What follows belongs to an exercise in optimizing a design on an open flow for small area; a production flow would make more cautious choices.
Function was checked by simulation only, so behaviour that the tests miss may differ from the original.
The flow treats the clock pin as an ideal source, which a real chip does not have.
Power figures rest on the tool's default switching activity, not on a simulated workload.

[flow/flow/run.sh]
#!/bin/bash
export BUFFER_PORTS_ARGS="-buffer_cell sky130_fd_sc_hd__buf_1"
export CTS_ARGS="-sink_clustering_enable -repair_clock_nets -dont_use_dummy_load -sink_clustering_size 50 -sink_clustering_max_diameter 500 -buf_list sky130_fd_sc_hd__clkbuf_8 -root_buf sky130_fd_sc_hd__clkbuf_8"
bash standard.sh > standard_run.log 2>&1
[flow/standard.sh]
#!/bin/bash
# synth_recipe.tcl (not shown) runs the flow's synth.tcl, then flattens the netlist and writes it again
# the make line also repeats each setting of config.mk as NAME=value (left out here)
make -C /OpenROAD-flow-scripts/flow DESIGN_CONFIG=/design/flow/config.mk WORK_HOME=/design/flow/orfs CLKGATE_MAP_FILE= SYNTH_SCRIPT=/design/flow/synth_recipe.tcl "${@:-finish}"
[flow/config.mk]
export PLATFORM = sky130hd
export DESIGN_NAME = Lab2
export DESIGN_NICKNAME = Lab2
export VERILOG_FILES = /design/flow/design.v
export SDC_FILE = /design/flow/constraint.sdc
export NUM_CORES = 4
export LEC_CHECK = 0
export CAP_MARGIN = 20
export CORE_MARGIN = 2
export CORE_UTILIZATION = 40
export SLEW_MARGIN = 20
[flow/constraint.sdc]
create_clock -name core_clock -period 5.0 [get_ports {clk}]
set_input_delay 1.0000 -clock core_clock [delete_from_list [all_inputs] [get_ports {clk}]]
set_output_delay 1.0000 -clock core_clock [all_outputs]
set_load 0.01 [all_outputs]
[flow/design.v]
module Lab2(clk, rst, button, light, dis, switch, levelLight, laserLight);
	input clk, rst, switch;
	input [1:0] button;
	output levelLight;
	output [1:0] laserLight;
	output [41:0] dis;
	output [9:0] light;
	reg [1:0] cv;      
	reg [5:0] dc;      
	reg [6:0] bc;      
	reg pl;            
	reg [1:0] lv;      
	reg [1:0] hp;      
	reg [2:0] bh;      
	reg gen, fire, lpos;
	reg [5:0] lo;
	reg [2:0] hi;
	reg [2:0] pos;     
	reg [3:0] lc;      
	reg [1:0] shape, v1;
	wire win = bh[2] & bh[1] & bh[0];
	wire lose = ~hp[1] & ~hp[0];
	wire ctrl = lv[1] & lv[0];
	wire boss = ctrl & ~win & ~lose;
	wire run = switch & ~win & ~lose;
	wire l1 = lv[1], l0 = lv[0], r1 = shape[1], r0 = shape[0];
	wire b0 = (l1|l0|r0|r1)&(l1|~l0|r1|r0)&(~l1|l0|r0|r1)&(~l1|l0|~r1|r0);
	wire b1 = (l1|l0|~r1|~r0)&(l1|~l0|r1|~r0)&(l1|~l0|~r1|r0)&(~l1|l0|~r1|r0)&(~l1|l0|~r1|~r0);
	wire b2 = (~l1&~l0&~r1&~r0)|(~l1&~l0&~r1&r0)|(~l1&~l0&r1&r0)|(~l1&l0&~r1&~r0)|(~l1&l0&r1&~r0);
	wire b3 = (~l1&~l0&~r1&~r0)|(~l1&~l0&r1&~r0)|(~l1&~l0&r1&r0)|(~l1&l0&~r1&r0)|(l1&~l0&r1&~r0);
	wire bf = boss & fire;
	wire m0 = ~(bf & lpos);
	wire m1 = ~(bf & ~lpos);
	wire [3:0] del = {m0 & b3, m1 & b2, m1 & b1, m0 & b0};
	wire dmg = (~cv[1] & ~cv[0] & ~del[0]) | (cv[1] & cv[0] & ~del[1]) | (cv[1] & ~cv[0] & ~del[2]) | (~cv[1] & cv[0] & ~del[3]);
	wire thit = (~lv[1] & ~lv[0] & hi[2] & hi[0] & lo[3] & lo[1]) |
	            (~lv[1] & lv[0] & hi[1] & hi[0] & lo[4] & lo[3] & lo[2] & lo[1]) |
	            (lv[1] & hi[1]);
	wire step = run & ~ctrl & thit;
	wire lcm = ~lv[1] & ~lv[0] ? lc[2] : ~lv[1] ? lc[3] : lc[3] & lc[2];
	wire lup = step & lcm;
	wire exitb = step & pos[2] & pos[1];
	wire lwr = run & lo[5] & lo[4] & lo[0];
	wire blw = ctrl & lwr;
	wire bhw = blw & hi[2];
	wire bev = bhw & (pos == 3'd0);
	wire las = run & ctrl & lo[5] & lo[4] & ~lo[0] & lc[3];
	wire dmgev = (exitb | (las & ~gen)) & dmg;
	wire idle = ~dc[5] & ~dc[4] & ~dc[3];
	wire up = ~button[1] & ~(cv[1] & cv[0]);
	wire dn = ~button[0] & (cv[1] | cv[0]);
	wire mv = run & idle & (up | dn);
	wire [7:0] bcs = {1'b0, bc} + {7'd0, run};
	always @(posedge clk) begin
		if (rst) begin
			cv <= 0; dc <= 0; bc <= 7'd28; pl <= 0; lv <= 0; hp <= 3; bh <= 6;
			gen <= 0; fire <= 0; lpos <= 0; lo <= 0; hi <= 0; pos <= 0; lc <= 0;
			shape <= 0; v1 <= 0;
		end else begin
			if (mv) cv <= dn ? cv - 2'd1 : cv + 2'd1;
			dc <= (dc + {5'd0, run & ~idle}) | {2'b0, mv, mv, mv, 1'b0};
			bc <= bcs[7] ? 7'd28 : bcs[6:0];
			pl <= pl ^ bcs[7];
			lo <= (step | lwr) ? 6'd0 : lo + {5'd0, run};
			hi <= (step | bhw) ? 3'd0 : hi + {2'd0, lwr};
			if (exitb) pos <= 0;
			else if (step | bhw) pos <= pos + 3'd1;
			if (lup | (blw & lc[3])) lc <= 0;
			else if (exitb | blw) lc <= lc + 4'd1;
			lv <= lv + {1'b0, lup};
			if (exitb) begin
				shape <= {v1[1] ^ ~lc[1], v1[0] ^ lc[0]};
				v1 <= (cv[1] & cv[0]) ? cv : cv + 2'd1;
			end
			if (las) begin
				gen <= ~gen; fire <= gen; lpos <= lpos ^ ~gen;
			end
			hp <= hp - {1'b0, dmgev};
			bh <= bh - {2'b0, bev | (bh == 3'd0)};
		end
	end
	wire e = ctrl;
	wire [5:0] p = {pos == 3'd6, pos == 3'd5, pos == 3'd4, pos == 3'd3, pos == 3'd2, pos == 3'd1};
	wire wl = ~win & ~lose;
	wire ba = ~bf | ~lpos;
	wire bb = ~bf | lpos;
	wire sta = pl;
	assign dis[0] = wl & (e | ~p[0] | b0);
	assign dis[1] = ~win;
	assign dis[2] = ~win;
	assign dis[3] = ~lose & (e | ~p[0] | b1);
	assign dis[4] = wl & ~boss & (e | ~p[0] | b2);
	assign dis[5] = wl & ~boss & (e | ~p[0] | b3);
	assign dis[6] = ~lose & ~boss;
	assign dis[7] = ~lose & ~boss & (e | ~p[1] | b0);
	assign dis[8] = ~win & ~boss;
	assign dis[9] = wl & ~boss;
	assign dis[10] = ~lose & ~boss & (e | ~p[1] | b1);
	assign dis[11] = ~boss & (e | ~p[1] | b2);
	assign dis[12] = ~lose & ~boss & (e | ~p[1] | b3);
	assign dis[13] = ~lose & ~boss;
	assign dis[14] = ~lose & ba & (e | ~p[2] | b0);
	assign dis[15] = wl;
	assign dis[16] = wl;
	assign dis[17] = wl & bb & (e | ~p[2] | b1);
	assign dis[18] = ~lose & (e | ~p[2] | b2);
	assign dis[19] = ~lose & (e | ~p[2] | b3);
	assign dis[20] = ~bf;
	assign dis[21] = ba & (e | ~p[3] | b0);
	assign dis[22] = ~win;
	assign dis[23] = ~win;
	assign dis[24] = wl & bb & (e | ~p[3] | b1);
	assign dis[25] = wl & (e | ~p[3] | b2);
	assign dis[26] = wl & (e | ~p[3] | b3);
	assign dis[27] = ~bf;
	assign dis[28] = ba & (e | ~p[4] | b0);
	assign dis[29] = 1'b1;
	assign dis[30] = 1'b1;
	assign dis[31] = bb & (e | ~p[4] | b1);
	assign dis[32] = e | ~p[4] | b2;
	assign dis[33] = e | ~p[4] | b3;
	assign dis[34] = ~bf;
	assign dis[35] = ba & (cv[0] | cv[1] | sta) & (e | ~p[5] | b0);
	assign dis[36] = 1'b1;
	assign dis[37] = 1'b1;
	assign dis[38] = bb & (~cv[0] | ~cv[1] | sta) & (e | ~p[5] | b1);
	assign dis[39] = bb & (cv[0] | ~cv[1] | sta) & (e | ~p[5] | b2);
	assign dis[40] = ba & (~cv[0] | cv[1] | sta) & (e | ~p[5] | b3);
	assign dis[41] = ~bf;
	assign light[0] = hp != 0;
	assign light[1] = hp[1];
	assign light[2] = hp[1] & hp[0];
	assign light[3] = 1'b0;
	assign light[4] = boss & (bh == 3'd6);
	assign light[5] = boss & (bh == 3'd6 | bh == 3'd5);
	assign light[6] = boss & (bh == 3'd6 | bh == 3'd5 | bh == 3'd4);
	assign light[7] = boss & (bh == 3'd6 | bh == 3'd5 | bh == 3'd4 | bh == 3'd3);
	assign light[8] = boss & (bh == 3'd6 | bh == 3'd5 | bh == 3'd4 | bh == 3'd3 | bh == 3'd2);
	assign light[9] = boss & (bh == 3'd6 | bh == 3'd5 | bh == 3'd4 | bh == 3'd3 | bh == 3'd2 | bh == 3'd1);
	assign levelLight = ~(~ctrl & (pos != 0) & ((~lv[1] & ~lv[0]) ? lc[1] & lc[0] : ~lv[1] ? lc[2] & lc[1] & lc[0] : lc[3] & lc[1] & lc[0]));
	assign laserLight = (gen & ~win & ~lose) ? (lpos ? 2'b10 : 2'b01) : 2'b11;
endmodule
==> key figures, run 1 <==
Floorplanning
  – Die X: around 89 um
  – DIE HEIGHT: between 80 and 90 um
  – Die area: 7928 um2
  – Core ar.: 7137 um2
  – Initial Utilization: roughly two fifths
  – IO Count: 60
  – FP Rows: 31

Detailed routing
  – Drt pass-1 iters: 6
  – Wire per inst: 13.13 um
  – Vias: 2426
  – Detailed-route wire length: roughly 6.3 mm
  – DRC violation count after routing: 0
  – Vias per std cell: about 5.1
  – Drt initial violations: approximately 130
  – Post-route ant nets: 0

Yosys
  – YS warnings: 1
  – Avg Cell Area, Syn: between 8 and 9 um2
  – Cells after synthesis: roughly 340
  – Post-synthesis sequential area ratio: between 30% and 40%
  – FFs w/ async S/R, synth: 0%
  – Post-synth EDFFs: 0
  – Mapped cell area: 2893 um2
  – Yosys reg bits: 46
  – Unique masters post-synth: 55
  – Post-synth top flop: dfxtp_1

Cells and area
  – Diode count: 0
  – Final Instance Count excl. Fillers: 477
  – Syn-to-layout area delta: 8.132%
  – Most frequent cells in the layout: 54 x buf_1, 46 x dfxtp_1, 30 x a21oi_1, 25 x nor2_1, 24 x ha_1
  – Total Nets Final: 409
  – Layout cells sized above 1: under 10%
  – Commonest non-fill, non-tap cell in the layout: buf_1

Status
  – Status: no timing/DRC/antenna violations

Run
  – Maxcap violations: 0

Critical path
  – Reg-to-reg slack, setup: 2.24 ns
  – Worst Path Max Fanout: 17
  – Startpoint types: flip-flop
  – Largest stage delay on the critical path: about 0.63 ns
  – CP top delay family: simple AND/OR/NAND/NOR gates
  – Setup crit end kind: output port
  – Req. time, crit path: 4.00 ns
  – Worst path depth: 5
  – Worst R2R Path Depth: 8
  – Crit Path Class: reg -> out
  – CP bufs+invs: 1
  – Worst path slowest cell: dfxtp_1
  – CP startpoint: lv[0]
  – Critical Path AT: 2.49 ns
  – R2R Path Start: lv[0]
  – Worst path cell trace: nand2_1 > nor3_4 > and3_1 > a221oi_1 > buf_1

Global route
  – GRT Overall Usage: approximately 16%
  – Grt peak-use layer: met2
  – Vias in the first global route: approximately 2.0k
  – Largest net degree at the start of global routing: 33
  – GR met3 Demand/Resource: roughly 3.1%
  – Met1 Use GR: 22.29%
  – Total gr overflow: 0
  – Initial antenna violation count: 0
  – First-pass GRT wire length: around 9.7 mm
  – Grt met2 use: between 20% and 30%

Timing
  – Post-layout min period: around 3.5 ns
  – Fmax: 0.2861 GHz
  – PnR worst setup slack: between 1.5 and 2 ns
  – RSZ-0062 raised after global routing: no
  – Final Cycle Share: 69.90%
  – Worst-Margin Slew: 0.8913 ns
  – Skew final: around 0.011 ns
  – Final setup violation count: 0
  – Final Hold Viols: 0
  – Max-slew violation total from the final report: 0
  – Rel. slew slack: around two fifths
  – Sum Neg Setup Slack: 0 ns

Placed design
  – Pre-CTS setup slack: around 1.8 ns
  – DP HPWL: between 4 and 5 mm
  – # port buffers: between 50 and 60
  – RePlAce Congestion: between 0.8 and 0.9
  – Placed insts: between 400 and 500

Clock tree
  – Clock transition at the registers of the reported paths: about 0.080 ns
  – TritonCTS buffer count: 5
  – CTS tree: built
  – Skew-Pair Late Insertion Delay: approximately 0.29 ns
  – Number of clock sinks: 46
  – Post-CTS sizing: 0
  – Max Buffers Root-to-Sink: 2
  – Hold Buf Count CTS: 0
  – H-tree level count: 2
  – Total setup buffers inserted after CTS: 0
  – Root Buffer Master: clkbuf_8

Hold path
  – Hold wc startpoint: v1[1]
  – Hold path depth: 2
  – Hold WC Path Type: reg -> reg

Power
  – Pwr per Cell Area: between 200 and 250 nW/um2
  – Leakage: 1.161 nW
  – Worst VDD drop: about 0.10 mV
area by class of cell:
cell class,count,area [um2]
clock buffer,5,68.82
tap,99,123.9
timing repair buffer,55,210.2
multi-input combinational,249,1718
sequential,46,920.9
inverter,23,86.33
fill,733,4009
per-layer routing:
layer,wire length [um],vias to the layer above
li1,-,1248
met1,3068,1100
met2,2778,72
met3,344,6
met4,73,0
met5,0,-
through the flow:
stage	instance area [um2]	hold slack, ns	utilization, %	total power [mW]
after global routing	3128	0.5475	43.83	0.6783
final	3128	0.5177	43.83	0.6451
after floorplan	2904	0.4691	-	0.4367
after global placement	3059	0.4921	42.86	0.4486
after detailed placement	3059	0.5015	42.86	0.4495
after CTS	3128	0.5194	43.83	0.6537
cells in the mapped netlist (2+ instances only):
master     number  area [um2]
a211oi_1        5       37.54
a21oi_1        30       150.1
a221oi_1        5       43.79
a311oi_1        2       17.52
a31oi_1         2       12.51
and2_1          6       37.54
and3_1         13       81.33
buf_2           5       25.02
buf_4          15       112.6
buf_6           2       22.52
clkbuf_1        5       18.77
conb_1          2       7.510
dfxtp_1        46       920.9
ha_1           24       300.3
inv_1          23       86.33
mux2i_1         2       20.02
nand2_1        23       86.33
nand2b_1        5       31.28
nand3_1        13       65.06
nor2_1         25       93.84
nor2b_1         6       37.54
nor3_1         10       50.05
nor3b_1         3       22.52
nor4_4          3       63.81
o2111ai_1       2       17.52
o211ai_1        4       30.03
o21ai_0         7       35.03
o21ai_1         4       20.02
o22ai_1         2       12.51
xnor2_1        18       157.7
xor2_1          6       52.55
worst register-to-register path, stage by stage, from the launching register on:
cell	delay [ns]
dfxtp_1	0.63
nand2_1	0.53
nor3_4	0.42
and3_1	0.36
a221oi_1	0.14
a21oi_1	0.21
ha_1	0.18
xnor2_1	0.11
nand2b_1	0.06
power by group:
| part | internal [mW] | switching [mW] | total (mW) | leakage [nW] |
|---|---|---|---|---|
| clock network | 0.0903 | 0.114 | 0.204 | 0.0359 |
| registers | 0.375 | 0.00692 | 0.382 | 0.373 |
| logic | 0.0245 | 0.0343 | 0.0588 | 0.753 |
| total | 0.490 | 0.155 | 0.645 | 1.16 |
flip-flops by register name, indices dropped and copies added (netlist names):
register / count
lv: 2
lo: 6
fire: 1
shape: 2
pos: 3
pl: 1
lpos: 1
dc: 6
bh: 3
bc: 7
hi: 3
hp: 2
gen: 1
cv: 2
lc: 4
v1: 2
cell families (layout without fill, tap and decap cells):
kind of cell,after synthesis,count (layout),share of synthesized area [%]
compound gates,76,76,17.04
xor+xnor,24,24,7.266
fa+ha+maj,25,25,10.73
buf+inv,50,83,9.169
flops,46,46,31.83
mux,2,2,0.6921
other cells,2,5,0.2596
simple gates,117,117,23.01
path summary, 6_finish.rpt:
kind | end
setup / recovery | dis[35]
hold reg to reg | v1[1]
hold / removal | v1[1]
setup reg to reg | hp[1]
==> inputs of run 2 (changes only) <==
==> flow/flow/run.sh (replaced) <==
#!/bin/bash
set -euo pipefail
export BUFFER_PORTS_ARGS="-buffer_cell sky130_fd_sc_hd__buf_1"
export CTS_ARGS="-sink_clustering_enable -repair_clock_nets -dont_use_dummy_load -sink_clustering_size 50 -sink_clustering_max_diameter 500 -buf_list sky130_fd_sc_hd__clkbuf_8 -root_buf sky130_fd_sc_hd__clkbuf_8"
R=orfs/results/${FLOW_PLATFORM:-sky130hd}/Lab2/base
bash standard.sh synth > std_synth.log 2>&1
cp $R/1_2_yosys.v std_1_2_yosys.v
LIB=$FLOW_HOME/platforms/sky130hd/lib/sky130_fd_sc_hd__tt_025C_1v80.lib
YOSYS=$(command -v yosys || echo /OpenROAD-flow-scripts/tools/install/yosys/bin/yosys)
sed "s#@LIB@#$LIB#g; s#@IN@#std_1_2_yosys.v#; s#@SCR@#flow/area.scr#; s#@OUT@#resynth.v#; s#@STAT@#resynth_stat.log#" flow/resynth.ys > resynth_run.ys
$YOSYS -s resynth_run.ys > resynth.log 2>&1
test "$(grep -c dfxtp std_1_2_yosys.v)" = "$(grep -c dfxtp resynth.v)"
cp resynth.v $R/1_2_yosys.v
rm -f $R/1_synth.odb $R/1_synth.sdc
bash standard.sh finish > std_finish.log 2>&1
==> flow/flow/area.scr (new file) <==
strash
dch -f
amap
strash
dch -f
amap
strash
dch -f
amap
topo
==> flow/flow/resynth.ys (new file) <==
# Re-map the combinational logic of the standard synthesis for area.
# The flip-flops are kept as they are (same cells, same instance names).
read_liberty -ignore_miss_func @LIB@
read_verilog -defer @IN@
hierarchy -top Lab2
setattr -mod -set keep_hierarchy 1 sky130_fd_sc_hd__dfxtp_1
flatten
opt_clean -purge
techmap
opt -purge
abc -liberty @LIB@ -dont_use sky130_fd_sc_hd__probe_p_8 -dont_use sky130_fd_sc_hd__probec_p_8 -dont_use sky130_fd_sc_hd__lpflow_bleeder_1 -dont_use sky130_fd_sc_hd__lpflow_clkbufkapwr_1 -dont_use sky130_fd_sc_hd__lpflow_clkbufkapwr_16 -dont_use sky130_fd_sc_hd__lpflow_clkbufkapwr_2 -dont_use sky130_fd_sc_hd__lpflow_clkbufkapwr_4 -dont_use sky130_fd_sc_hd__lpflow_clkbufkapwr_8 -dont_use sky130_fd_sc_hd__lpflow_clkinvkapwr_1 -dont_use sky130_fd_sc_hd__lpflow_clkinvkapwr_16 -dont_use sky130_fd_sc_hd__lpflow_clkinvkapwr_2 -dont_use sky130_fd_sc_hd__lpflow_clkinvkapwr_4 -dont_use sky130_fd_sc_hd__lpflow_clkinvkapwr_8 -dont_use sky130_fd_sc_hd__lpflow_decapkapwr_12 -dont_use sky130_fd_sc_hd__lpflow_decapkapwr_3 -dont_use sky130_fd_sc_hd__lpflow_decapkapwr_4 -dont_use sky130_fd_sc_hd__lpflow_decapkapwr_6 -dont_use sky130_fd_sc_hd__lpflow_decapkapwr_8 -dont_use sky130_fd_sc_hd__lpflow_inputiso0n_1 -dont_use sky130_fd_sc_hd__lpflow_inputiso0p_1 -dont_use sky130_fd_sc_hd__lpflow_inputiso1n_1 -dont_use sky130_fd_sc_hd__lpflow_inputiso1p_1 -dont_use sky130_fd_sc_hd__lpflow_inputisolatch_1 -dont_use sky130_fd_sc_hd__lpflow_isobufsrc_1 -dont_use sky130_fd_sc_hd__lpflow_isobufsrc_16 -dont_use sky130_fd_sc_hd__lpflow_isobufsrc_2 -dont_use sky130_fd_sc_hd__lpflow_isobufsrc_4 -dont_use sky130_fd_sc_hd__lpflow_isobufsrc_8 -dont_use sky130_fd_sc_hd__lpflow_isobufsrckapwr_16 -dont_use sky130_fd_sc_hd__lpflow_lsbuf_lh_hl_isowell_tap_1 -dont_use sky130_fd_sc_hd__lpflow_lsbuf_lh_hl_isowell_tap_2 -dont_use sky130_fd_sc_hd__lpflow_lsbuf_lh_hl_isowell_tap_4 -dont_use sky130_fd_sc_hd__lpflow_lsbuf_lh_isowell_4 -dont_use sky130_fd_sc_hd__lpflow_lsbuf_lh_isowell_tap_1 -dont_use sky130_fd_sc_hd__lpflow_lsbuf_lh_isowell_tap_2 -dont_use sky130_fd_sc_hd__lpflow_lsbuf_lh_isowell_tap_4  -script @SCR@
opt_clean -purge
splitnets
opt_clean -purge
hilomap -singleton -hicell sky130_fd_sc_hd__conb_1 HI -locell sky130_fd_sc_hd__conb_1 LO
insbuf -buf sky130_fd_sc_hd__buf_4 A X
opt_clean -purge
select Lab2
tee -o @STAT@ stat -liberty @LIB@
write_verilog -noattr -nohex -nodec -selected @OUT@
==> run 2 against run 1 <==
Net effect:
- clock skew rose by 0.0062 ns
- core utilization rose by 1.8 points
- synthesized cell count rose by 2.6%
- non-clock buffer count did not move
- via count rose by 0.62%
- largest power group unchanged
- highest routed layer unchanged
==> key figures, run 2 <==
Status
  – Status: no timing/DRC/antenna violations

Floorplanning
  – Die area: roughly 6600 um2
  – Die X: 81.32 um
  – IO Count: 60
  – DIE HEIGHT: approximately 80 um
  – FP Rows: 28
  – Core ar.: just under 6000 um2
  – Initial Utilization: about two fifths

Timing
  – Final Hold Viols: 0
  – Rel. slew slack: between 30% and 40%
  – Post-layout min period: roughly 4 ns
  – RSZ-0062 raised after global routing: no
  – Final Cycle Share: between 70% and 80%
  – Sum Neg Setup Slack: 0 ns
  – PnR worst setup slack: 1.026 ns
  – Skew final: 0.01755 ns
  – Max-slew violation total from the final report: 0
  – Final setup violation count: 0
  – Worst-Margin Slew: just under 1 ns
  – Fmax: 0.2516 GHz

Clock tree
  – Total setup buffers inserted after CTS: 0
  – Number of clock sinks: 46
  – Skew-Pair Late Insertion Delay: ~0.30 ns
  – Clock transition at the registers of the reported paths: about 0.090 ns
  – Max Buffers Root-to-Sink: 2
  – Root Buffer Master: clkbuf_8
  – CTS tree: built
  – H-tree level count: 2
  – Hold Buf Count CTS: 0
  – Post-CTS sizing: 0
  – TritonCTS buffer count: 5

Critical path
  – Startpoint types: flip-flop
  – Setup crit end kind: output port
  – Worst Path Max Fanout: 9
  – Req. time, crit path: about 4.0 ns
  – Crit Path Class: reg -> out
  – Critical Path AT: 2.97 ns

Cells and area
  – Layout cells sized above 1: 1.500%
  – Commonest non-fill, non-tap cell in the layout: nor2_1
  – Total Nets Final: 407
  – Multi-input gate area in the final layout: ~1200 um2
  – Syn-to-layout area delta: 11.67%
  – Most frequent cells in the layout: 111 x nor2_1, 54 x buf_1, 46 x dfxtp_1, 41 x clkinv_1, 23 x nand2_1
  – Max FFs per register: 7
  – Top flop regs: bc: 7 flops, dc: 6 flops, lo: 6 flops
  – Layout Utilization: about 46%
  – Diode count: 0
  – FF/Latch Area: just over 900 um2
  – # fillers: between 600 and 700
  – Biggest register: bc

Detailed routing
  – Wire per inst: between 10 and 15 um
  – Drt initial violations: around 110
  – Drt pass-1 iters: 6
  – Detailed-route wire length: around 6.0 mm
  – Vias: 2441
  – Post-route ant nets: 0
  – Vias per std cell: approximately 5.1
  – DRC violation count after routing: 0

Yosys
  – YS warnings: 1
  – Cells after synthesis: about 350
  – Avg Cell Area, Syn: approximately 6.8 um2
  – Mapped cell area: ~2400 um2

Global route
  – GRT Overall Usage: between 10% and 20%
  – Largest net degree at the start of global routing: 16
  – Total gr overflow: 0
  – First-pass GRT wire length: 9.384 mm
  – Grt peak-use layer: met2
  – GR met3 Demand/Resource: around 3.7%
  – Initial antenna violation count: 0
  – Met1 Use GR: ~22%
  – Grt met2 use: 31.48%
  – Vias in the first global route: ~2.1k

Power
  – Power Total: 0.6205 mW
  – Leakage: 0.8687 nW
  – Worst VDD drop: ~0.11 mV
  – Pwr per Cell Area: roughly 230 nW/um2

Hold path
  – Hold WC Path Type: reg -> reg

Run
  – Maxcap violations: 0

Placed design
  – Pre-CTS setup slack: approximately 1.4 ns
  – # port buffers: between 50 and 60
  – DP HPWL: about 4.6 mm
  – RePlAce Congestion: a little under 0.9
[run 2: area by class of cell]
type	count	area share, %
Multi-Input combinational cell	253	45.78
Sequential cell	46	34.49
Timing Repair Buffer	55	7.873
Inverter	41	5.764
Tap cell	75	3.515
Clock buffer	5	2.577
[run 2: worst paths after layout]
path | start | end | slack [ns] | depth (start not counted)
max | lv[0] | dis[35] | 1.03 | 8
min reg2reg | dc[5] | dc[5] | 0.48 | 1
min | dc[5] | dc[5] | 0.48 | 1
max reg2reg | bh[1] | lc[3] | 1.60 | 13
[run 2: per-stage QoR]
step                cells  area, um2  hold slack [ns]
detailed placement    470       2601           0.4587
floorplan             354       2402           0.4331
global route          475       2670           0.5103
global placement      470       2601           0.4509
finish                475       2670           0.4754
CTS                   475       2670           0.4775
[run 2: layer usage]
| metal | up-vias | routed length, um |
|---|---|---|
| li1 | 1267 | - |
| met2 | 83 | 2726 |
| met3 | 9 | 365 |
| met4 | 0 | 97 |
| met1 | 1082 | 2799 |
| met5 | - | 0 |
[run 2: power breakdown]
part           switching (mW)  internal, mW  total [mW]
logic                  0.0263        0.0123      0.0386
clock network           0.114        0.0903       0.204
registers             0.00454         0.373       0.378
[run 2: critical path, cell delays in order, from the launching register on]
cell and delay (ns):
dfxtp_1 0.36, clkinv_1 0.23, nor2_1 0.56, clkinv_1 0.38, nor2_1 0.32, nand2_1 0.18, nor2_1 0.40, nor2_1 0.12
buf_1 0.15
==> inputs of run 3 (changes only) <==
==> flow/design.v (replaced) <==
module Lab2(clk, rst, button, light, dis, switch, levelLight, laserLight);
	input clk, rst, switch;
	input [1:0] button;
	output levelLight;
	output [1:0] laserLight;
	output [41:0] dis;
	output [9:0] light;
	reg [1:0] cv;      
	reg [5:0] dc;      
	reg [6:0] bc;      
	reg pl;            
	reg [1:0] lv;      
	reg [1:0] hp;      
	reg [2:0] bh;      
	reg [5:0] lo;
	reg [2:0] hi;
	reg [2:0] pos;     
	reg [3:0] lc;      
	reg [1:0] sh, nx;
	wire win = bh[2] & bh[1] & bh[0];
	wire lose = ~hp[1] & ~hp[0];
	wire ctrl = lv[1] & lv[0];
	wire over = win | lose;
	wire boss = ctrl & ~over;
	wire run = switch & ~over;
	wire lpos = sh[0];
	wire gen = nx[0];
	wire fire = nx[1];
	wire bf = boss & fire;
	wire l1 = lv[1], l0 = lv[0], r1 = sh[1], r0 = sh[0];
	wire b0 = (l1|l0|r0|r1)&(l1|~l0|r1|r0)&(~l1|l0|r0|r1)&(~l1|l0|~r1|r0);
	wire b1 = (l1|l0|~r1|~r0)&(l1|~l0|r1|~r0)&(l1|~l0|~r1|r0)&(~l1|l0|~r1|r0)&(~l1|l0|~r1|~r0);
	wire b2 = (~l1&~l0&~r1&~r0)|(~l1&~l0&~r1&r0)|(~l1&~l0&r1&r0)|(~l1&l0&~r1&~r0)|(~l1&l0&r1&~r0);
	wire b3 = (~l1&~l0&~r1&~r0)|(~l1&~l0&r1&~r0)|(~l1&~l0&r1&r0)|(~l1&l0&~r1&r0)|(l1&~l0&r1&~r0);
	wire c0 = ~cv[1] & ~cv[0], c1 = ~cv[1] & cv[0], c2 = cv[1] & ~cv[0], c3 = cv[1] & cv[0];
	wire dmg1 = (c0 & ~b0) | (c3 & ~b1) | (c2 & ~b2) | (c1 & ~b3);
	wire dmgb = c1 | c2 | (bf & ((c0 & lpos) | (c3 & ~lpos)));
	wire thit = (~lv[1] & ~lv[0] & hi[2] & hi[0] & lo[3] & lo[1]) |
	            (~lv[1] & lv[0] & hi[1] & hi[0] & lo[4] & lo[3] & lo[2] & lo[1]) |
	            (lv[1] & hi[1]);
	wire step = run & ~ctrl & thit;
	wire lcm = ~lv[1] & ~lv[0] ? lc[2] : ~lv[1] ? lc[3] : lc[3] & lc[2];
	wire lup = step & lcm;
	wire trans = lup & lv[1];
	wire exitb = step & pos[2] & pos[1];
	wire lwr = run & lo[5] & lo[4] & lo[0];
	wire blw = ctrl & lwr;
	wire bhw = blw & hi[2];
	wire bev = bhw & ~pos[2] & ~pos[1] & ~pos[0];
	wire las = run & ctrl & lo[5] & lo[4] & ~lo[0] & lc[3];
	wire dmgev = (exitb & dmg1) | (las & ~gen & dmgb);
	wire idle = ~dc[5] & ~dc[4] & ~dc[3];
	wire up = ~button[1] & ~c3;
	wire dn = ~button[0] & ~c0;
	wire mv = run & idle & (up | dn);
	wire [7:0] bcs = {1'b0, bc} + {7'd0, run};
	always @(posedge clk) begin
		if (rst) begin
			cv <= 0; dc <= 0; bc <= 7'd28; pl <= 0; lv <= 0; hp <= 3; bh <= 6;
			lo <= 0; hi <= 0; pos <= 0; lc <= 0; sh <= 0; nx <= 0;
		end else begin
			if (mv) cv <= dn ? cv - 2'd1 : cv + 2'd1;
			dc <= (dc + {5'd0, run & ~idle}) | {2'b0, mv, mv, mv, 1'b0};
			bc <= bcs[7] ? 7'd28 : bcs[6:0];
			pl <= pl ^ bcs[7];
			lo <= (step | lwr) ? 6'd0 : lo + {5'd0, run};
			hi <= (step | bhw) ? 3'd0 : hi + {2'd0, lwr};
			if (exitb) pos <= 0;
			else if (step | bhw) pos <= pos + 3'd1;
			if (lup | (blw & lc[3])) lc <= 0;
			else if (exitb | blw) lc <= lc + 4'd1;
			lv <= lv + {1'b0, lup};
			if (exitb) begin
				sh <= {nx[1] ^ ~lc[1], nx[0] ^ lc[0]};
				nx <= c3 ? cv : cv + 2'd1;
			end else if (trans) begin
				sh[0] <= 1'b0;
				nx <= 2'b00;
			end else if (las) begin
				nx <= {gen, ~gen};
				sh[0] <= lpos ^ ~gen;
			end
			hp <= hp - {1'b0, dmgev};
			bh <= bh - {2'b0, bev | (bh == 3'd0)};
		end
	end
	wire [5:0] p = {pos == 3'd6, pos == 3'd5, pos == 3'd4, pos == 3'd3, pos == 3'd2, pos == 3'd1};
	wire nl = ~lose, nw = ~win;
	wire la = ~(bf & lpos);    
	wire lb = ~(bf & ~lpos);   
	wire nf = ~bf;
	wire wnl = win & nl;
	wire [3:0] bb = {b3, b2, b1, b0};
	wire [5:0] t0, t1, t2, t3;
	genvar d;
	generate for (d = 0; d < 6; d = d + 1) begin : g
		assign t0[d] = ~p[d] | b0;
		assign t1[d] = ~p[d] | b1;
		assign t2[d] = ~p[d] | b2;
		assign t3[d] = ~p[d] | b3;
	end endgenerate
	wire s0 = c1 | c2 | c3 | pl;
	wire s3 = ~c3 | pl;
	wire s2 = ~c2 | pl;
	wire s1 = ~c1 | pl;
	assign dis[0]  = ctrl ? nw & nl : nl & t0[0];
	assign dis[1]  = nw;
	assign dis[2]  = nw;
	assign dis[3]  = ctrl ? nl : nl & t1[0];
	assign dis[4]  = ~ctrl & nl & t2[0];
	assign dis[5]  = ~ctrl & nl & t3[0];
	assign dis[6]  = ctrl ? wnl : nl;
	assign dis[7]  = ctrl ? wnl : nl & t0[1];
	assign dis[8]  = ctrl ? nw & lose : 1'b1;
	assign dis[9]  = ~ctrl & nl;
	assign dis[10] = ctrl ? wnl : nl & t1[1];
	assign dis[11] = ctrl ? over : t2[1];
	assign dis[12] = ctrl ? wnl : nl & t3[1];
	assign dis[13] = ctrl ? wnl : nl;
	assign dis[14] = ctrl ? nl & la : nl & t0[2];
	assign dis[15] = nw & nl;
	assign dis[16] = nw & nl;
	assign dis[17] = ctrl ? nw & nl & lb : nl & t1[2];
	assign dis[18] = nl & (ctrl | t2[2]);
	assign dis[19] = nl & (ctrl | t3[2]);
	assign dis[20] = nf;
	assign dis[21] = ctrl ? la : t0[3];
	assign dis[22] = nw;
	assign dis[23] = nw;
	assign dis[24] = ctrl ? nw & nl & lb : nl & t1[3];
	assign dis[25] = ctrl ? nw & nl : nl & t2[3];
	assign dis[26] = ctrl ? nw & nl : nl & t3[3];
	assign dis[27] = nf;
	assign dis[28] = ctrl ? la : t0[4];
	assign dis[29] = 1'b1;
	assign dis[30] = 1'b1;
	assign dis[31] = ctrl ? lb : t1[4];
	assign dis[32] = ctrl | t2[4];
	assign dis[33] = ctrl | t3[4];
	assign dis[34] = nf;
	assign dis[35] = s0 & (ctrl ? la : t0[5]);
	assign dis[36] = 1'b1;
	assign dis[37] = 1'b1;
	assign dis[38] = s3 & (ctrl ? lb : t1[5]);
	assign dis[39] = s2 & (ctrl ? lb : t2[5]);
	assign dis[40] = s1 & (ctrl ? la : t3[5]);
	assign dis[41] = nf;
	assign light[0] = ~lose;
	assign light[1] = hp[1];
	assign light[2] = hp[1] & hp[0];
	assign light[3] = 1'b0;
	assign light[4] = boss & bh[2] & bh[1];
	assign light[5] = boss & bh[2] & (bh[1] | bh[0]);
	assign light[6] = boss & bh[2];
	assign light[7] = boss & (bh[2] | (bh[1] & bh[0]));
	assign light[8] = boss & (bh[2] | bh[1]);
	assign light[9] = boss & (bh[2] | bh[1] | bh[0]);
	assign levelLight = ~(~ctrl & (pos != 0) & ((~lv[1] & ~lv[0]) ? lc[1] & lc[0] : ~lv[1] ? lc[2] & lc[1] & lc[0] : lc[3] & lc[1] & lc[0]));
	assign laserLight = (boss & gen) ? (lpos ? 2'b10 : 2'b01) : 2'b11;
endmodule
--- a/flow/config.mk
+++ b/flow/config.mk
@@ -7,5 +7,5 @@
 export LEC_CHECK = 0
 export CAP_MARGIN = 20
 export CORE_MARGIN = 2
-export CORE_UTILIZATION = 40
+export CORE_UTILIZATION = 70
 export SLEW_MARGIN = 20
==> run 3 against run 2 <==
Net effect:
- still clean
- wire length shrank 2.2%
- count of clock-buffer cells in the layout stayed put
- critical path depth fell by 1
- sequential share of layout area shrank 1.6 points
- critical endpoint is now dis[26]
- largest power group unchanged
==> key figures, run 3 <==
Cells and area
  – Max FFs per register: 7
  – Biggest register: bc
  – Syn-to-layout area delta: 10.91%
  – Layout Utilization: between 70% and 80%
  – Total Nets Final: 404
  – Commonest non-fill, non-tap cell in the layout: nor2_1
  – Diode count: 0
  – Most frequent cells in the layout: 105 x nor2_1, 54 x buf_1, 43 x clkinv_1, 43 x dfxtp_1, 18 x nor3_1
  – Layout cells sized above 1: 2.015%
  – Top flop regs: bc: 7 flops, dc: 6 flops, lo: 6 flops

Detailed routing
  – Drt initial violations: between 150 and 200
  – Detailed-route wire length: between 5 and 6 mm
  – Wire per inst: approximately 13 um
  – Vias: around 2.6k
  – DRC violation count after routing: 0
  – Post-route ant nets: 0
  – Drt pass-1 iters: 5
  – Vias per std cell: 5.767

Power
  – Leakage: a little under 0.9 nW
  – Pwr per Cell Area: 224.5 nW/um2
  – Power Total: 0.5884 mW
  – Worst VDD drop: slightly below 0.3 mV

Critical path
  – Worst R2R Path Depth: 15
  – Worst Path Max Fanout: 8
  – CP most frequent cell: nor2_1
  – Crit Path Class: reg -> out
  – Worst path slowest cell: dfxtp_1
  – Critical Path AT: around 2.4 ns
  – Req. time, crit path: ~4.0 ns
  – Setup crit end kind: output port
  – CP top delay family: compound AO/OA/AOI/OAI gates
  – Worst path cell trace: clkinv_1 > nor2_1 > o22ai_1 > a21oi_1 > nor2_1 > o31ai_1 > buf_1
  – Reg-to-reg slack, setup: about 2.0 ns
  – R2R Path Start: hp[0]
  – Largest stage delay on the critical path: roughly 0.5 ns
  – Startpoint types: flip-flop
  – CP bufs+invs: 2
  – Critical R2R Capture: pos[2]

Clock tree
  – Root Buffer Master: clkbuf_8
  – TritonCTS buffer count: 5
  – Max Buffers Root-to-Sink: 2
  – Total setup buffers inserted after CTS: 0
  – Skew-Pair Late Insertion Delay: around 0.30 ns
  – Number of clock sinks: 43
  – Clock transition at the registers of the reported paths: roughly 0.07 ns
  – CTS tree: built
  – Post-CTS sizing: 0
  – Hold Buf Count CTS: 0
  – H-tree level count: 2

Yosys
  – YS warnings: 1
  – Mapped cell area: between 2000 and 2500 um2
  – Avg Cell Area, Syn: between 6 and 7 um2
  – Cells after synthesis: ~350

Placed design
  – RePlAce Congestion: between 0.9 and 1
  – Pre-CTS setup slack: roughly 1.9 ns
  – # port buffers: 54
  – DP HPWL: 4.475 mm

Timing
  – Final setup violation count: 0
  – Final Cycle Share: between 60% and 70%
  – Post-layout min period: 3.399 ns
  – Sum Neg Setup Slack: 0 ns
  – RSZ-0062 raised after global routing: no
  – PnR worst setup slack: 1.601 ns
  – Max-slew violation total from the final report: 0
  – Skew final: 0.01221 ns
  – Rel. slew slack: between 40% and 50%
  – Final Hold Viols: 0
  – Fmax: around 0.29 GHz
  – Worst-Margin Slew: around 0.87 ns

Hold path
  – Hold path depth: 2
  – Hold Crit Endpoint: lo[1]
  – Hold wc startpoint: lo[1]
  – Hold WC Path Type: reg -> reg

Global route
  – Vias in the first global route: ~2.3k
  – Total gr overflow: 0
  – Initial antenna violation count: 0
  – Largest net degree at the start of global routing: 23
  – GRT Overall Usage: a little under a third
  – First-pass GRT wire length: ~9.8 mm

Floorplanning
  – Die area: slightly below 4000 um2
  – Die X: around 62 um
  – Initial Utilization: between 70% and 80%
  – FP Rows: 21
  – Core ar.: 3284 um2
  – IO Count: 60
  – DIE HEIGHT: about 62 um

Run
  – Maxcap violations: 0

Status
  – Status: no timing/DRC/antenna violations
==> run 3: power by group <==
group          total, mW  leakage (nW)  internal, mW  switching (mW)
Sequential         0.353         0.348         0.349         0.00394
Combinational     0.0377         0.501        0.0121          0.0256
Clock              0.198        0.0359        0.0900           0.108
==> run 3: routing by layer <==
| layer | global-route usage (%) | share of wire [%] | vias to the layer above |
|---|---|---|---|
| li1 | - | - | 1284 |
| met1 | 38.65 | 42 | 1120 |
| met2 | 54.21 | 47 | 141 |
| met3 | 6.703 | 9.1 | 10 |
| met4 | 11.11 | 1.8 | 0 |
| met5 | 0 | 0 | - |
==> run 3: how the worst max path moves through the flow <==
stage | cells past startpoint | end | slack, ns | from
after floorplan | 7 | dis[39] | 1.94 | hp[1]
after global placement | 9 | dis[39] | 1.95 | bh[2]
after detailed placement | 9 | dis[39] | 1.92 | bh[2]
after CTS | 9 | dis[39] | 1.60 | bh[2]
after global routing | 9 | dis[39] | 1.39 | bh[2]
final | 7 | dis[26] | 1.60 | sh[0]
==> run 3: cell type report <==
cell class | count | area [um2]
multi-input combinational | 249 | 1247
tap | 46 | 57.56
fill | 271 | 663.1
timing repair buffer | 57 | 225.2
sequential | 43 | 860.8
clock buffer | 5 | 68.82
inverter | 43 | 161.4
==> run 3: worst register-to-register path, stage by stage (launching register included) <==
cell and delay [ns]:
dfxtp_1 0.36, nor2_1 0.05, buf_4 0.17, nor2_1 0.29, nand2_1 0.24, nor2_1 0.21
clkinv_1 0.13, nor2_1 0.15, clkinv_1 0.17, nor2_1 0.29, a21boi_0 0.21, nor2_1 0.21
clkinv_1 0.14, o21ai_0 0.14, o21ai_0 0.09, nor2_1 0.08
==> run 3: per-stage QoR <==
step,instance area (um2),hold WS [ns],cells
global placement,2552,0.4535,438
finish,2621,0.4672,443
detailed placement,2552,0.4604,438
floorplan,2375,0.4347,349
global route,2621,0.4933,443
CTS,2621,0.4704,443
==> inputs of run 4 (changes only) <==
--- a/flow/flow/run.sh
+++ b/flow/flow/run.sh
@@ -1,7 +1,7 @@
 #!/bin/bash
 set -euo pipefail
 export BUFFER_PORTS_ARGS="-buffer_cell sky130_fd_sc_hd__buf_1"
-export CTS_ARGS="-sink_clustering_enable -repair_clock_nets -dont_use_dummy_load -sink_clustering_size 50 -sink_clustering_max_diameter 500 -buf_list sky130_fd_sc_hd__clkbuf_8 -root_buf sky130_fd_sc_hd__clkbuf_8"
+export CTS_ARGS="-sink_clustering_enable -repair_clock_nets -dont_use_dummy_load -sink_clustering_size 50 -sink_clustering_max_diameter 500 -buf_list sky130_fd_sc_hd__clkbuf_4 -root_buf sky130_fd_sc_hd__clkbuf_4"
 R=orfs/results/${FLOW_PLATFORM:-sky130hd}/Lab2/base
 bash standard.sh synth > std_synth.log 2>&1
 cp $R/1_2_yosys.v std_1_2_yosys.v
==> run 4 against run 3 <==
Net effect:
- still clean
- total power fell by 8.7%
- core utilization decreased by 0.95 points
- setup slack got worse by 0.076 ns
- global-route usage is 0.39 points lower
- wire length fell by 2.0%
- critical path type unchanged
- sequential power is essentially flat
- synthesized cell count did not move
==> key figures, run 4 <==
Timing
  – Fmax: approximately 0.29 GHz
  – Rel. slew slack: roughly 40%
  – Final Cycle Share: around 69%
  – RSZ-0062 raised after global routing: no
  – Sum Neg Setup Slack: 0 ns
  – Final setup violation count: 0
  – Post-layout min period: approximately 3.5 ns
  – Worst-Margin Slew: between 0.8 and 0.9 ns
  – Final Hold Viols: 0
  – Max-slew violation total from the final report: 0
  – Hold_ws: about 0.47 ns
  – PnR worst setup slack: 1.526 ns
  – Skew final: between 0.015 and 0.02 ns

Global route
  – Largest net degree at the start of global routing: 23
  – Total gr overflow: 0
  – Vias in the first global route: about 2.2k
  – GRT Overall Usage: a little under a third
  – Initial antenna violation count: 0
  – First-pass GRT wire length: ~9.6 mm

Placed design
  – DP Area: around 2600 um2
  – Placed insts: 438
  – Pre-CTS setup slack: about 1.9 ns
  – # port buffers: between 50 and 60
  – RePlAce Congestion: approximately 0.95
  – DP HPWL: around 4.5 mm

Clock tree
  – TritonCTS buffer count: 5
  – H-tree level count: 2
  – Hold Buf Count CTS: 0
  – Skew-Pair Late Insertion Delay: about 0.36 ns
  – Clock transition at the registers of the reported paths: 0.10 ns
  – Post-CTS sizing: 0
  – Root Buffer Master: clkbuf_4
  – Max Buffers Root-to-Sink: 2
  – Total setup buffers inserted after CTS: 0
  – CTS tree: built
  – Number of clock sinks: 43

Cells and area
  – Total Nets Final: ~400
  – Layout cells sized above 1: between 2 and 2.5%
  – Most frequent cells in the layout: 105 x nor2_1, 54 x buf_1, 43 x clkinv_1, 43 x dfxtp_1, 18 x nor3_1
  – Multi-input gate area in the final layout: 1247 um2
  – Diode count: 0
  – Commonest non-fill, non-tap cell in the layout: nor2_1
  – FF/Latch Area: 860.8 um2
  – Max FFs per register: 7
  – Post-layout instance area: ~2600 um2
  – Final Instance Count excl. Fillers: ~440
  – Top flop regs: bc: 7 flops, dc: 6 flops, lo: 6 flops
  – Biggest register: bc
  – Syn-to-layout area delta: 9.582%
  – Layout Utilization: roughly four fifths
  – # fillers: 280

Floorplanning
  – Initial Utilization: between 70% and 80%
  – Die X: 62.11 um
  – DIE HEIGHT: 62.11 um
  – IO Count: 60
  – Die area: 3857 um2
  – FP Rows: 21
  – Core ar.: between 3000 and 4000 um2

Run
  – Maxcap violations: 0

Power
  – Worst VDD drop: around 0.25 mV
  – Leakage: between 0.8 and 0.9 nW
  – Power Total: around 0.54 mW
  – Pwr per Cell Area: approximately 210 nW/um2

Critical path
  – Reg-to-reg slack, setup: slightly above 2 ns
  – Setup crit end kind: output port
  – Worst path slowest cell: dfxtp_1
  – Worst path cell trace: clkinv_1 > nor2_1 > nor2_1 > nand2_1 > clkinv_1 > nand2_1 > nor2_1 > a311oi_1 > buf_1
  – Startpoint types: flip-flop
  – Req. time, crit path: approximately 4.0 ns
  – CP most frequent cell: nor2_1
  – Largest stage delay on the critical path: 0.34 ns
  – Critical Path AT: approximately 2.5 ns
  – Crit Path Class: reg -> out
  – Worst Path Max Fanout: 10

Detailed routing
  – DRC violation count after routing: 0
  – Post-route ant nets: 0
  – Vias: around 2.6k
  – Drt pass-1 iters: 5
  – Drt initial violations: 190
  – Wire per inst: between 10 and 15 um
  – Vias per std cell: 5.763
  – Detailed-route wire length: about 5.7 mm

Yosys
  – Mapped cell area: between 2000 and 2500 um2
  – YS warnings: 1
  – Cells after synthesis: roughly 350
  – Avg Cell Area, Syn: 6.831 um2

Status
  – Status: no timing/DRC/antenna violations

Hold path
  – Hold WC Path Type: reg -> reg
==> run 4: cell types whose count changed in the layout (fill, tap and decap cells not counted) <==
cell | previous run | this run
clkbuf_4 | 0 | 5
clkbuf_8 | 5 | 0
==> run 4: layout make-up <==
class                      instances  area share, %
inverter                          43          6.232
timing repair buffer              57          8.696
multi-input combinational        249          48.16
sequential                        43          33.24
tap                               46          2.222
clock buffer                       5          1.449
==> run 4: final timing paths <==
path / startpoint / to / cells after the start
max: bh[2] / dis[39] / 9
min: lo[1] / lo[1] / 2
max reg2reg: hp[0] / pos[2] / 15
min reg2reg: lo[1] / lo[1] / 2
==> run 4: critical path, delay by kind of cell, from the launching register on <==
kind,cells,cell delay [ns]
flops,1,0.34
compound gates,1,0.29
buf+inv,3,0.53
simple gates,5,0.97
==> run 4: power by group <==
group	total (mW)	internal, mW	switching, mW
sequential	0.353	0.349	0.00391
combinational	0.0375	0.0121	0.0254
clock	0.147	0.0471	0.0994
total	0.537	0.408	0.129
==> run 4: routing by layer <==
layer	wire [um]	track usage [%]	part of all wire [%]	up-vias
met5	0	0	0	-
met4	93	10.56	1.6	0
met3	502	6.159	8.8	11
met2	2680	53.67	47	137
met1	2458	38.53	43	1120
li1	-	-	-	1285
==> inputs of run 5 (changes only) <==
==> flow/flow/run.sh (replaced) <==
#!/bin/bash
set -euo pipefail
export BUFFER_PORTS_ARGS="-buffer_cell sky130_fd_sc_hd__buf_1"
export SKIP_REPAIR_TIE_FANOUT=1
export CTS_ARGS="-sink_clustering_enable -repair_clock_nets -dont_use_dummy_load -sink_clustering_size 50 -sink_clustering_max_diameter 500 -buf_list sky130_fd_sc_hd__clkbuf_8 -root_buf sky130_fd_sc_hd__clkbuf_8"
R=orfs/results/${FLOW_PLATFORM:-sky130hd}/Lab2/base
bash standard.sh synth > std_synth.log 2>&1
cp $R/1_2_yosys.v std_1_2_yosys.v
LIB=$FLOW_HOME/platforms/sky130hd/lib/sky130_fd_sc_hd__tt_025C_1v80.lib
YOSYS=$(command -v yosys || echo /OpenROAD-flow-scripts/tools/install/yosys/bin/yosys)
nff=$(grep -c dfxtp std_1_2_yosys.v)
best=""; barea=""
for scr in flow/abc_*.scr; do
  n=$(basename $scr .scr)
  sed "s#@LIB@#$LIB#g; s#@IN@#std_1_2_yosys.v#; s#@SCR@#$scr#; s#@OUT@#resynth_$n.v#; s#@STAT@#resynth_stat_$n.log#" flow/resynth.ys > resynth_$n.ys
  if $YOSYS -s resynth_$n.ys > resynth_$n.log 2>&1 && [ "$(grep -c dfxtp resynth_$n.v)" = "$nff" ]; then
    a=$(grep "Chip area" resynth_stat_$n.log | awk '{print $NF}')
    echo "$n $a" >> resynth_areas.log
    if [ -z "$barea" ] || awk "BEGIN{exit !($a < $barea)}"; then best=$n; barea=$a; fi
  fi
done
echo "best $best $barea" >> resynth_areas.log
cp resynth_$best.v $R/1_2_yosys.v
rm -f $R/1_synth.odb $R/1_synth.sdc
bash standard.sh finish > std_finish.log 2>&1
==> flow/flow/abc_amap1.scr (new file) <==
strash
dch -f
amap
topo
==> flow/flow/abc_dc2.scr (new file) <==
strash
dc2
dch -f
amap
topo
==> flow/flow/abc_fraig.scr (new file) <==
strash
ifraig
dch -f
amap
strash
dch -f
amap
topo
==> flow/flow/abc_it2.scr (new file) <==
strash
dch -f
amap
strash
dch -f
amap
strash
dch -f
amap
topo
==> flow/flow/abc_it6.scr (new file) <==
strash
dch -f
amap
strash
dch -f
amap
strash
dch -f
amap
strash
dch -f
amap
strash
dch -f
amap
strash
dch -f
amap
topo
==> flow/flow/abc_rfz.scr (new file) <==
strash
refactor -z
rewrite -z
balance
dch -f
amap
strash
dch -f
amap
topo
==> flow/flow/abc_rs2.scr (new file) <==
strash
balance
rewrite -l
refactor -l
balance
rewrite -l
rewrite -z -l
balance
refactor -z -l
rewrite -z -l
balance
dch -f
amap
strash
dch -f
amap
topo
removed: flow/flow/area.scr
==> run 5 against run 4 <==
Net effect:
- first-iteration DRC count rose by 23%
- final area is 0.82% lower
- register-to-register slack worse by 0.42 ns
- still clean on timing, DRC and antenna
==> key figures, run 5 <==
Detailed routing
  – Drt initial violations: 234
  – Detailed-route wire length: 6.021 mm
  – DRC violation count after routing: 0
  – Vias per std cell: roughly 5.9
  – Vias: 2566
  – Post-route ant nets: 0
  – Drt pass-1 iters: 6
  – Wire per inst: 13.91 um

Global route
  – Initial antenna violation count: 0
  – Vias in the first global route: about 2.2k
  – GRT Overall Usage: 34.40%
  – Total gr overflow: 0
  – First-pass GRT wire length: 9.729 mm
  – Largest net degree at the start of global routing: 22

Floorplanning
  – DIE HEIGHT: a little over 60 um
  – Die X: slightly above 60 um
  – Core ar.: approximately 3100 um2
  – FP Rows: 20
  – IO Count: 60
  – Die area: about 3800 um2
  – Initial Utilization: 74.80%

Clock tree
  – Root Buffer Master: clkbuf_8
  – Post-CTS sizing: 0
  – Skew-Pair Late Insertion Delay: roughly 0.3 ns
  – TritonCTS buffer count: 5
  – Total setup buffers inserted after CTS: 0
  – Number of clock sinks: 43
  – CTS tree: built
  – Clock transition at the registers of the reported paths: approximately 0.070 ns
  – Hold Buf Count CTS: 0
  – Max Buffers Root-to-Sink: 2
  – H-tree level count: 2

Yosys
  – Avg Cell Area, Syn: between 6 and 7 um2
  – Cells after synthesis: between 300 and 400
  – YS warnings: 1
  – Mapped cell area: between 2000 and 2500 um2

Cells and area
  – Commonest non-fill, non-tap cell in the layout: nor2_1
  – Diode count: 0
  – Biggest register: bc
  – Top flop regs: bc: 7 flops, dc: 6 flops, lo: 6 flops
  – Most frequent cells in the layout: 84 x nor2_1, 54 x buf_1, 46 x clkinv_1, 43 x dfxtp_1
  – # fillers: 238
  – Total Nets Final: ~400
  – Syn-to-layout area delta: 9.786%
  – Max FFs per register: 7
  – Layout cells sized above 1: 1.542%

Critical path
  – Setup crit end kind: output port
  – Largest stage delay on the critical path: 0.47 ns
  – Worst Path Max Fanout: 10
  – Worst path cell trace: clkinv_1 > nor2_1 > nand2_1 > clkinv_1 > nand2_1 > nor2_1 > nor2_1 > nor2_1 > a21oi_1 > buf_1
  – Req. time, crit path: approximately 4.0 ns
  – CP most frequent cell: nor2_1
  – Worst path slowest cell: dfxtp_1
  – Startpoint types: flip-flop
  – Critical Path AT: between 2 and 3 ns
  – Crit Path Class: reg -> out

Status
  – Status: no timing/DRC/antenna violations

Power
  – Worst VDD drop: between 0.2 and 0.3 mV
  – Gate power share: between 7 and 8%
  – Clk pwr share: approximately 33%
  – Leakage: about 0.86 nW
  – Switch Pwr: between 0.1 and 0.15 mW
  – Sequential power share: between 50% and 60%
  – Sw Share: a little under a quarter
  – Pwr per Cell Area: ~230 nW/um2
  – Int Pwr: around 0.45 mW

Hold path
  – Hold WC Path Type: reg -> reg

Placed design
  – # port buffers: 54
  – Pre-CTS setup slack: about 1.5 ns
  – RePlAce Congestion: approximately 0.94
  – DP HPWL: roughly 4.7 mm

Timing
  – Skew final: around 0.012 ns
  – Final Hold Viols: 0
  – RSZ-0062 raised after global routing: no
  – Final setup violation count: 0
  – PnR worst setup slack: 1.050 ns
  – Final Cycle Share: between 70% and 80%
  – Max-slew violation total from the final report: 0
  – Post-layout min period: slightly below 4 ns
  – Worst-Margin Slew: 0.6713 ns
  – Fmax: between 0.2 and 0.3 GHz
  – Sum Neg Setup Slack: 0 ns
  – Rel. slew slack: 55.25%

Run
  – Maxcap violations: 0
[run 5: cell types whose count changed in the layout (fill, tap and decap cells not counted), moves of 5 or more]
cell / before / now
nor2_1: 105 / 84
nand2_1: 14 / 23
a211oi_1: 16 / 9
a21oi_1: 13 / 20
nand3_1: 3 / 9
o21ai_0: 17 / 23
clkbuf_4: 5 / 0
clkbuf_8: 0 / 5
[run 5: final timing paths]
check,start,end,slack [ns],cells after the start
hold / removal,bc[6],bc[6],0.48,2
setup / recovery,lv[0],dis[40],1.05,10
hold reg to reg,bc[6],bc[6],0.48,2
setup reg to reg,hp[1],hp[0],1.62,11
[run 5: final cells by class]
class	count	area (um2)	area share [%]
Timing Repair Buffer	55	210.2	8.183
Sequential cell	43	860.8	33.51
Clock buffer	5	68.82	2.679
Tap cell	44	55.05	2.143
Multi-Input combinational cell	240	1201	46.76
Inverter	46	172.7	6.722
[run 5: power groups by stage]
stage / clock network [mW] / registers (mW) / logic (mW)
after global routing: 0.210 / 0.356 / 0.0499
after CTS: 0.195 / 0.355 / 0.0438
after floorplan: 0 / 0.362 / 0.0329
after global placement: 0 / 0.363 / 0.0424
after detailed placement: 0 / 0.363 / 0.0434
final: 0.197 / 0.355 / 0.0444
[run 5: stage by stage]
step	instance area (um2)	hold slack (ns)	util [%]	cells	total power [mW]
after floorplan	2340	0.4347	-	343	0.3945
after global placement	2500	0.4496	79.92	428	0.4049
after detailed placement	2500	0.4716	79.92	428	0.4066
after CTS	2569	0.4845	82.12	433	0.5937
after global routing	2569	0.5098	82.12	433	0.6161
final	2569	0.4828	82.12	433	0.5968
[run 5: critical path: cells and delay by family (launching register included)]
| kind | cells | cell delay, ns |
|---|---|---|
| AND/OR/NAND/NOR | 6 | 1.56 |
| buffers and inverters | 3 | 0.55 |
| flip-flops | 1 | 0.47 |
| AO/OA/AOI/OAI | 1 | 0.07 |
[run 5: metal layers]
metal	part of all wire, %	vias up	track usage [%]
met5	0	-	0
met4	2.9	0	15.20
met3	8.7	23	7.453
met2	46	153	56.24
met1	42	1126	43.69
li1	-	1264	-
==> inputs of run 6 (changes only) <==
--- a/flow/flow/run.sh
+++ b/flow/flow/run.sh
@@ -2,7 +2,12 @@
 set -euo pipefail
 export BUFFER_PORTS_ARGS="-buffer_cell sky130_fd_sc_hd__buf_1"
 export SKIP_REPAIR_TIE_FANOUT=1
-export CTS_ARGS="-sink_clustering_enable -repair_clock_nets -dont_use_dummy_load -sink_clustering_size 50 -sink_clustering_max_diameter 500 -buf_list sky130_fd_sc_hd__clkbuf_8 -root_buf sky130_fd_sc_hd__clkbuf_8"
+# Clock tree built before CTS by flow/mantree.tcl (a root buffer driving
+# three leaf buffers, each driving a third of the flip-flops); CTS then has no
+# net left to buffer.
+export CLK_NLEAF=3 CLK_LEAF_BUF=sky130_fd_sc_hd__clkbuf_8 CLK_ROOT_BUF=sky130_fd_sc_hd__clkbuf_1
+export PRE_CTS_TCL="$PWD/flow/mantree.tcl"
+export CTS_ARGS="-clk_nets clk"
 R=orfs/results/${FLOW_PLATFORM:-sky130hd}/Lab2/base
 bash standard.sh synth > std_synth.log 2>&1
 cp $R/1_2_yosys.v std_1_2_yosys.v
==> flow/flow/mantree.tcl (new file) <==
# Manual clock tree: one root buffer (CLK_ROOT_BUF) driving CLK_NLEAF leaf
# buffers (CLK_LEAF_BUF), each driving the flip-flops of one vertical slice,
# placed at the centroid of its flip-flops.
set block [ord::get_db_block]
set db [ord::get_db]
set clknet [$block findNet clk]
set sinks {}
foreach it [$clknet getITerms] { lappend sinks [list [lindex [[$it getInst] getLocation] 0] $it] }
set sinks [lsort -integer -index 0 $sinks]
set n [llength $sinks]
set nleaf $::env(CLK_NLEAF)
set rootm [$db findMaster $::env(CLK_ROOT_BUF)]
set leafm [$db findMaster $::env(CLK_LEAF_BUF)]
set root [odb::dbInst_create $block $rootm clkbuf_root]
set rnet [odb::dbNet_create $block clk_root]
$rnet setSigType CLOCK
[$root findITerm A] connect $clknet
[$root findITerm X] connect $rnet
set rx 0; set ry 0
for {set k 0} {$k < $nleaf} {incr k} {
  set leaf [odb::dbInst_create $block $leafm clkbuf_leaf_$k]
  set lnet [odb::dbNet_create $block clk_leaf_$k]
  $lnet setSigType CLOCK
  [$leaf findITerm A] connect $rnet
  [$leaf findITerm X] connect $lnet
  set lo [expr {$k * $n / $nleaf}]; set hi [expr {($k + 1) * $n / $nleaf}]
  set sx 0; set sy 0
  for {set i $lo} {$i < $hi} {incr i} {
    set it [lindex [lindex $sinks $i] 1]
    set loc [[$it getInst] getLocation]
    incr sx [lindex $loc 0]; incr sy [lindex $loc 1]
    $it disconnect
    $it connect $lnet
  }
  set cx [expr {$sx / ($hi - $lo)}]; set cy [expr {$sy / ($hi - $lo)}]
  $leaf setLocation $cx $cy
  $leaf setPlacementStatus PLACED
  incr rx $cx; incr ry $cy
}
$root setLocation [expr {$rx / $nleaf}] [expr {$ry / $nleaf}]
$root setPlacementStatus PLACED
$clknet setSigType CLOCK
--- a/flow/config.mk
+++ b/flow/config.mk
@@ -7,5 +7,5 @@
 export LEC_CHECK = 0
 export CAP_MARGIN = 20
 export CORE_MARGIN = 2
-export CORE_UTILIZATION = 70
+export CORE_UTILIZATION = 90
 export SLEW_MARGIN = 20
==> run 6 against run 5 <==
Net effect:
- the flow now stops in global placement without I/O
- synthesized cell count unchanged
- area after synthesis unchanged
==> key figures, run 6 <==
Yosys
  – Cells after synthesis: approximately 340
  – Mapped cell area: approximately 2300 um2
  – Avg Cell Area, Syn: just under 7 um2
  – YS warnings: 1

Floorplanning
  – FP Rows: 18
  – Initial Utilization: between 90% and 100%
  – Die X: roughly 55 um
  – DIE HEIGHT: roughly 55 um

Status
  – Stop err: [ERROR GPL-0301] Utilization 111.337 % exceeds 100%.
  – Stopped at: global placement without I/O
  – Status: did not finish
==> inputs of run 7 (changes only) <==
--- a/flow/flow/run.sh
+++ b/flow/flow/run.sh
@@ -2,10 +2,9 @@
 set -euo pipefail
 export BUFFER_PORTS_ARGS="-buffer_cell sky130_fd_sc_hd__buf_1"
 export SKIP_REPAIR_TIE_FANOUT=1
-# Clock tree built before CTS by flow/mantree.tcl (a root buffer driving
-# three leaf buffers, each driving a third of the flip-flops); CTS then has no
-# net left to buffer.
-export CLK_NLEAF=3 CLK_LEAF_BUF=sky130_fd_sc_hd__clkbuf_8 CLK_ROOT_BUF=sky130_fd_sc_hd__clkbuf_1
+# Clock tree built before CTS by flow/mantree.tcl (a root buffer driving two
+# leaf buffers, each driving half of the flip-flops); CTS then has no net left
+# to buffer.
 export PRE_CTS_TCL="$PWD/flow/mantree.tcl"
 export CTS_ARGS="-clk_nets clk"
 R=orfs/results/${FLOW_PLATFORM:-sky130hd}/Lab2/base
--- a/flow/flow/mantree.tcl
+++ b/flow/flow/mantree.tcl
@@ -1,6 +1,5 @@
-# Manual clock tree: one root buffer (CLK_ROOT_BUF) driving CLK_NLEAF leaf
-# buffers (CLK_LEAF_BUF), each driving the flip-flops of one vertical slice,
-# placed at the centroid of its flip-flops.
+# Manual clock tree: one root buffer at the clock's sinks centroid driving
+# two leaf buffers, each driving the flip-flops of one vertical half.
 set block [ord::get_db_block]
 set db [ord::get_db]
 set clknet [$block findNet clk]
@@ -8,9 +7,9 @@
 foreach it [$clknet getITerms] { lappend sinks [list [lindex [[$it getInst] getLocation] 0] $it] }
 set sinks [lsort -integer -index 0 $sinks]
 set n [llength $sinks]
-set nleaf $::env(CLK_NLEAF)
-set rootm [$db findMaster $::env(CLK_ROOT_BUF)]
-set leafm [$db findMaster $::env(CLK_LEAF_BUF)]
+set nleaf 2
+set rootm [$db findMaster sky130_fd_sc_hd__clkbuf_1]
+set leafm [$db findMaster sky130_fd_sc_hd__clkbuf_16]
 set root [odb::dbInst_create $block $rootm clkbuf_root]
 set rnet [odb::dbNet_create $block clk_root]
 $rnet setSigType CLOCK
--- a/flow/config.mk
+++ b/flow/config.mk
@@ -7,5 +7,5 @@
 export LEC_CHECK = 0
 export CAP_MARGIN = 20
 export CORE_MARGIN = 2
-export CORE_UTILIZATION = 90
+export CORE_UTILIZATION = 70
 export SLEW_MARGIN = 20
==> run 7 against run 6 <==
Net effect:
- the run now finishes clean
- synthesized cell count unchanged
- area after synthesis stayed put
==> key figures, run 7 <==
Critical path
  – Req. time, crit path: 4.00 ns
  – Setup crit end kind: output port
  – Largest stage delay on the critical path: between 0.5 and 0.6 ns
  – Worst path slowest cell: dfxtp_1
  – Worst path cell trace: clkinv_1 > nor2_1 > nand2_1 > clkinv_1 > nand2_1 > nor2_1 > nor2_1 > nor2_1 > a21oi_1 > buf_1
  – CP bufs+invs: 3
  – CP top delay family: simple AND/OR/NAND/NOR gates
  – Startpoint types: flip-flop
  – CP most frequent cell: nor2_1
  – R2R Path Start: hp[1]
  – Reg-to-reg slack, setup: about 1.5 ns
  – Critical Path AT: 3.09 ns
  – Worst R2R Path Depth: 11
  – Critical R2R Capture: hp[0]
  – Crit Path Class: reg -> out
  – Worst Path Max Fanout: 10

Placed design
  – # port buffers: 54
  – DP HPWL: ~4.7 mm
  – Placed insts: 428
  – RePlAce Congestion: 0.9388

Detailed routing
  – Vias per std cell: ~6.0
  – Post-route ant nets: 0
  – Detailed-route wire length: 6.167 mm
  – Vias: between 2k and 3k
  – Wire per inst: approximately 14 um
  – Drt pass-1 iters: 7
  – Drt initial violations: 263
  – DRC violation count after routing: 0

Cells and area
  – Commonest non-fill, non-tap cell in the layout: nor2_1
  – Most frequent cells in the layout: 84 x nor2_1, 54 x buf_1, 46 x clkinv_1, 43 x dfxtp_1
  – Biggest register: bc
  – Diode count: 0
  – Top flop regs: bc: 7 flops, dc: 6 flops, lo: 6 flops
  – Layout Utilization: 81.64%
  – Final Instance Count excl. Fillers: 431
  – Total Nets Final: around 390
  – Layout cells sized above 1: 0.7752%
  – Max FFs per register: 7
  – Syn-to-layout area delta: 9.144%

Timing
  – Final Cycle Share: just over 80%
  – Final setup violation count: 0
  – Skew final: around 0.010 ns
  – Fmax: roughly 0.24 GHz
  – Post-layout min period: about 4 ns
  – Final Hold Viols: 0
  – Sum Neg Setup Slack: 0 ns
  – RSZ-0062 raised after global routing: no
  – Max-slew violation total from the final report: 0
  – Worst-Margin Slew: 0.6766 ns
  – Rel. slew slack: 54.90%

Clock tree
  – Total setup buffers inserted after CTS: 0
  – Clock transition at the registers of the reported paths: ~0.090 ns
  – Skew-Pair Late Insertion Delay: between 0.4 and 0.5 ns
  – Hold Buf Count CTS: 0
  – Post-CTS sizing: 0

Global route
  – Largest net degree at the start of global routing: 23
  – Vias in the first global route: around 2.2k
  – GRT Overall Usage: 33.66%
  – Total gr overflow: 0
  – Initial antenna violation count: 0
  – First-pass GRT wire length: around 10 mm

Run
  – Maxcap violations: 0

Yosys
  – Cells after synthesis: roughly 340
  – Mapped cell area: 2340 um2
  – YS warnings: 1
  – Avg Cell Area, Syn: ~6.8 um2

Status
  – Status: no timing/DRC/antenna violations

Floorplanning
  – IO Count: 60
  – FP Rows: 20
  – Initial Utilization: between 70 and 80%
  – Die X: just over 60 um
  – DIE HEIGHT: a little over 60 um
  – Core ar.: approximately 3100 um2
  – Die area: between 3000 and 4000 um2

Power
  – Power Total: ~0.58 mW
  – Pwr per Cell Area: about 230 nW/um2
  – Leakage: roughly 0.85 nW
  – Worst VDD drop: 0.3383 mV

Hold path
  – Hold Crit Endpoint: bc[6]
  – Hold path depth: 2
  – Hold wc startpoint: bc[6]
  – Hold WC Path Type: reg -> reg
[run 7: how the worst max path moves through the flow]
stage                     startpoint  endpoint  slack (ns)  cells after the start
final                          lv[1]   dis[40]        0.91                     10
after global routing           lv[0]   dis[40]        0.57                     10
after CTS                     switch     hp[0]        1.44                     10
after detailed placement       lv[1]   dis[39]        1.46                      9
after global placement         lv[1]   dis[39]        1.52                      9
after floorplan                hp[1]   dis[40]        1.98                      9
[run 7: worst min-delay path: cells and delay by family, from the launching register on]
kind | cells | cell delay, ns
flip-flops | 1 | 0.34
AND/OR/NAND/NOR | 2 | 0.12
[run 7: power breakdown]
group	leakage, nW	switching (mW)	internal, mW	total [mW]
combinational	0.479	0.0298	0.0149	0.0447
clock	0.0258	0.104	0.0736	0.177
sequential	0.349	0.00551	0.350	0.355
[run 7: area by class of cell]
class / instances / area [um2]
repair buffers: 55 / 210.2
well taps: 44 / 55.05
plain buffers: 3 / 53.80
inverters: 46 / 172.7
multi-input cells: 240 / 1201
flip-flops and latches: 43 / 860.8
fillers: 243 / 574.3
[run 7: per-stage QoR]
stage | setup WS (ns) | instance area, um2 | hold WS (ns)
after global routing | 0.5668 | 2554 | 0.5116
after floorplan | 1.982 | 2340 | 0.4347
after detailed placement | 1.462 | 2500 | 0.4716
after CTS | 1.436 | 2554 | 0.4696
after global placement | 1.515 | 2500 | 0.4496
final | 0.9063 | 2554 | 0.4891
[run 7: metal layers]
| metal | routed length (um) | part of all wire, % | track usage (%) | vias to the layer above |
|---|---|---|---|---|
| met5 | 0 | 0 | 0 | - |
| met4 | 131 | 2.1 | 10.33 | 0 |
| met3 | 500 | 8.1 | 2.484 | 20 |
| met2 | 2954 | 48 | 58.65 | 158 |
| met1 | 2580 | 42 | 44.59 | 1146 |
| li1 | - | - | - | 1260 |
